This is an optimization exercise on Yosys and OpenROAD, whose aim is small area and a short achievable clock period, not a production implementation.
Function was checked by simulation only, so behaviour that the tests miss may differ from the original.
The flow treats the clock pin as an ideal source. Dropping or thinning the clock tree relies on that and would not hold on a real chip.

## BC_FIR
module BC_FIR(
    input  [12:0] in,
    input         clock_s,
    output [12:0] out
);
Size: ~740 cells after synthesis, about 440 flip-flops, ~27 I/O pins, ~0.013 mm² of cells after synthesis.
clock: 16.0 ns
lec_check: 0
cap_margin: 20
core_margin: 2
core_utilization: 80
place_density: 0.9
slew_margin: 20
synth_hierarchical: 1
synth_minimum_keep_size: 0
standard.sh (not shown) runs the stock make flow with config.mk's settings and CLKGATE_MAP_FILE= SYNTH_SCRIPT=/design/flow/synth_recipe.tcl, a recipe that flattens the netlist after the stock synthesis.
==> flow/flow/run.sh <==
#!/bin/bash
# Standard ORFS layout (the standard.sh) with two changes:
#  - port buffers made from sky130_fd_sc_hd__buf_2 instead of the default delay-buffer cell;
#  - the clock tree built by flow/cts_hook.tcl (PRE_CTS hook): a balanced two-level
#    buffer tree in place of TritonCTS's deeper tree.
# All tool output goes to standard_flow.log here and to the ORFS logs under orfs/logs.
set -euo pipefail
bash standard.sh "BUFFER_PORTS_ARGS=-buffer_cell sky130_fd_sc_hd__buf_2" \
  "PRE_CTS_TCL=$PWD/flow/cts_hook.tcl" \
  finish > standard_flow.log 2>&1
==> flow/flow/cts_hook.tcl <==
# PRE_CTS hook: builds a two-level clock tree by hand, then makes the flow's
# clock_tree_synthesis call a no-op.
#   clock_s -> NROOT root buffers (clkbuf_16) -> NLEAF leaf buffers (clkbuf_8)
#   -> flip-flop clock pins.
# Flip-flops are split into NLEAF balanced clusters (k-means); each leaf buffer
# sits at its cluster's centre, each root buffer at the centre of its leaves.
# Every flip-flop sees the same two buffer levels.
set ::mct_nleaf 24
set ::mct_nroot 4
set ::mct_leaf sky130_fd_sc_hd__clkbuf_8
set ::mct_root sky130_fd_sc_hd__clkbuf_16

proc mct_kmeans {pts k seed} {
  # balanced k-means (greedy capacity-limited assignment); returns {centres assignment}
  set n [llength $pts]
  set cap [expr {int(ceil(double($n) / $k * 1.15))}]
  expr {srand($seed)}
  set best_cost 1e30
  set best {}
  for {set trial 0} {$trial < 8} {incr trial} {
    # initial centres: random distinct points
    set idx {}
    while {[llength $idx] < $k} {
      set r [expr {int(rand() * $n)}]
      if {[lsearch $idx $r] < 0} { lappend idx $r }
    }
    set cent {}
    foreach i $idx { lappend cent [lindex $pts $i] }
    for {set it 0} {$it < 25} {incr it} {
      set pairs {}
      for {set i 0} {$i < $n} {incr i} {
        lassign [lindex $pts $i] x y
        for {set c 0} {$c < $k} {incr c} {
          lassign [lindex $cent $c] cx cy
          lappend pairs [list [expr {abs($x - $cx) + abs($y - $cy)}] $i $c]
        }
      }
      set pairs [lsort -real -index 0 $pairs]
      set asg [lrepeat $n -1]
      set cnt [lrepeat $k 0]
      foreach p $pairs {
        lassign $p d i c
        if {[lindex $asg $i] < 0 && [lindex $cnt $c] < $cap} {
          lset asg $i $c
          lset cnt $c [expr {[lindex $cnt $c] + 1}]
        }
      }
      set sx [lrepeat $k 0.0]; set sy [lrepeat $k 0.0]
      for {set i 0} {$i < $n} {incr i} {
        set c [lindex $asg $i]
        lassign [lindex $pts $i] x y
        lset sx $c [expr {[lindex $sx $c] + $x}]
        lset sy $c [expr {[lindex $sy $c] + $y}]
      }
      set newc {}
      for {set c 0} {$c < $k} {incr c} {
        set m [lindex $cnt $c]
        if {$m > 0} {
          lappend newc [list [expr {[lindex $sx $c] / $m}] [expr {[lindex $sy $c] / $m}]]
        } else {
          lappend newc [lindex $cent $c]
        }
      }
      set cent $newc
    }
    set cost 0.0
    for {set i 0} {$i < $n} {incr i} {
      lassign [lindex $pts $i] x y
      lassign [lindex $cent [lindex $asg $i]] cx cy
      set cost [expr {$cost + abs($x - $cx) + abs($y - $cy)}]
    }
    if {$cost < $best_cost} {
      set best_cost $cost
      set best [list $cent $asg]
    }
  }
  return $best
}

proc mct_build {} {
  set block [ord::get_db_block]
  set db [ord::get_db]
  set clk [$block findNet clock_s]
  set sinks {}
  set pts {}
  foreach it [$clk getITerms] {
    set inst [$it getInst]
    set bb [$inst getBBox]
    lappend sinks $it
    lappend pts [list [expr {([$bb xMin] + [$bb xMax]) / 2}] [expr {([$bb yMin] + [$bb yMax]) / 2}]]
  }
  puts "manual clock tree: [llength $sinks] clock sinks"
  lassign [mct_kmeans $pts $::mct_nleaf 1] lcent lasg
  lassign [mct_kmeans $lcent $::mct_nroot 2] rcent rasg
  set rootm [$db findMaster $::mct_root]
  set leafm [$db findMaster $::mct_leaf]
  set rnets {}
  for {set r 0} {$r < $::mct_nroot} {incr r} {
    set net [odb::dbNet_create $block clknet_root_$r]
    $net setSigType CLOCK
    set inst [odb::dbInst_create $block $rootm clkbuf_root_$r]
    [$inst findITerm A] connect $clk
    [$inst findITerm X] connect $net
    lassign [lindex $rcent $r] x y
    $inst setLocation [expr {int($x)}] [expr {int($y)}]
    $inst setPlacementStatus PLACED
    lappend rnets $net
  }
  set lnets {}
  for {set l 0} {$l < $::mct_nleaf} {incr l} {
    set net [odb::dbNet_create $block clknet_leaf_$l]
    $net setSigType CLOCK
    set inst [odb::dbInst_create $block $leafm clkbuf_leaf_$l]
    [$inst findITerm A] connect [lindex $rnets [lindex $rasg $l]]
    [$inst findITerm X] connect $net
    lassign [lindex $lcent $l] x y
    $inst setLocation [expr {int($x)}] [expr {int($y)}]
    $inst setPlacementStatus PLACED
    lappend lnets $net
  }
  for {set i 0} {$i < [llength $sinks]} {incr i} {
    set it [lindex $sinks $i]
    $it disconnect
    $it connect [lindex $lnets [lindex $lasg $i]]
  }
  puts "manual clock tree: $::mct_nroot root and $::mct_nleaf leaf buffers"
}

mct_build
rename clock_tree_synthesis mct_unused_clock_tree_synthesis
proc clock_tree_synthesis {args} {
  puts "clock_tree_synthesis skipped: the clock tree was built by the PRE_CTS hook"
}
The starting point went through all stages and came out clean.
Edit:
--- a/flow/flow/cts_hook.tcl
+++ b/flow/flow/cts_hook.tcl
@@ -6,7 +6,7 @@
 # sits at its cluster's centre, each root buffer at the centre of its leaves.
 # Every flip-flop sees the same two buffer levels.
-set ::mct_nleaf 24
+set ::mct_nleaf 16
 set ::mct_nroot 4
-set ::mct_leaf sky130_fd_sc_hd__clkbuf_8
+set ::mct_leaf sky130_fd_sc_hd__clkbuf_16
 set ::mct_root sky130_fd_sc_hd__clkbuf_16
 
Settings changed: CORE_UTILIZATION 80 to 65, PLACE_DENSITY 0.9 to 0.75.
- synthesized cell count does not change
- worst setup slack gains 0.0062 ns
- core utilization went down by 15 points
- final area went up by about 0.9%
- synthesized area is unchanged
- via count went down by 7.5%
- routed wire length went down by about 18%
- global-route usage went down by 9.5 points
- final cell count went up by about 4%
Edit:
--- a/flow/flow/cts_hook.tcl
+++ b/flow/flow/cts_hook.tcl
@@ -6,7 +6,7 @@
 # sits at its cluster's centre, each root buffer at the centre of its leaves.
 # Every flip-flop sees the same two buffer levels.
-set ::mct_nleaf 16
+set ::mct_nleaf 24
 set ::mct_nroot 4
-set ::mct_leaf sky130_fd_sc_hd__clkbuf_16
+set ::mct_leaf sky130_fd_sc_hd__clkbuf_8
 set ::mct_root sky130_fd_sc_hd__clkbuf_16
 
=>
- The changed run produced a clean layout
- routed wire length shrinks by 1.7%
- worst hold slack improves by 0.0096 ns
- worst setup slack improves by 0.0096 ns
In every run of this note, the design's own scripts or RTL, not TritonCTS, make the clock network.

-- afterwards: timing with drivers on the ports --
The results above use ideal ports. As a check the final layouts listed here were re-extracted and re-timed, cells and wires unchanged. Step 1 assumes that a clkbuf_16 drives the clock port and a buf_2 every other input. Step 2 moves the port delays by t, midway between the first and last clock arrival at a register: inputs arrive t later, outputs are due t later. That takes back most of the time a late clock gives input paths. Three values: ideal, step 1, step 2; two values: the first two.
run	shift t [ns]	setup slack, ns	worst hold slack (ns)
the first run	0.406	12.030 / 11.933 / 12.048	0.288 / 0.288 / 0.288
the second run	0.404	12.036 / 11.944 / 12.222	0.305 / 0.305 / 0.305
the third run	0.408	12.046 / 11.952 / 12.238	0.315 / 0.315 / 0.315
After both steps setup and hold are still met in every run listed.
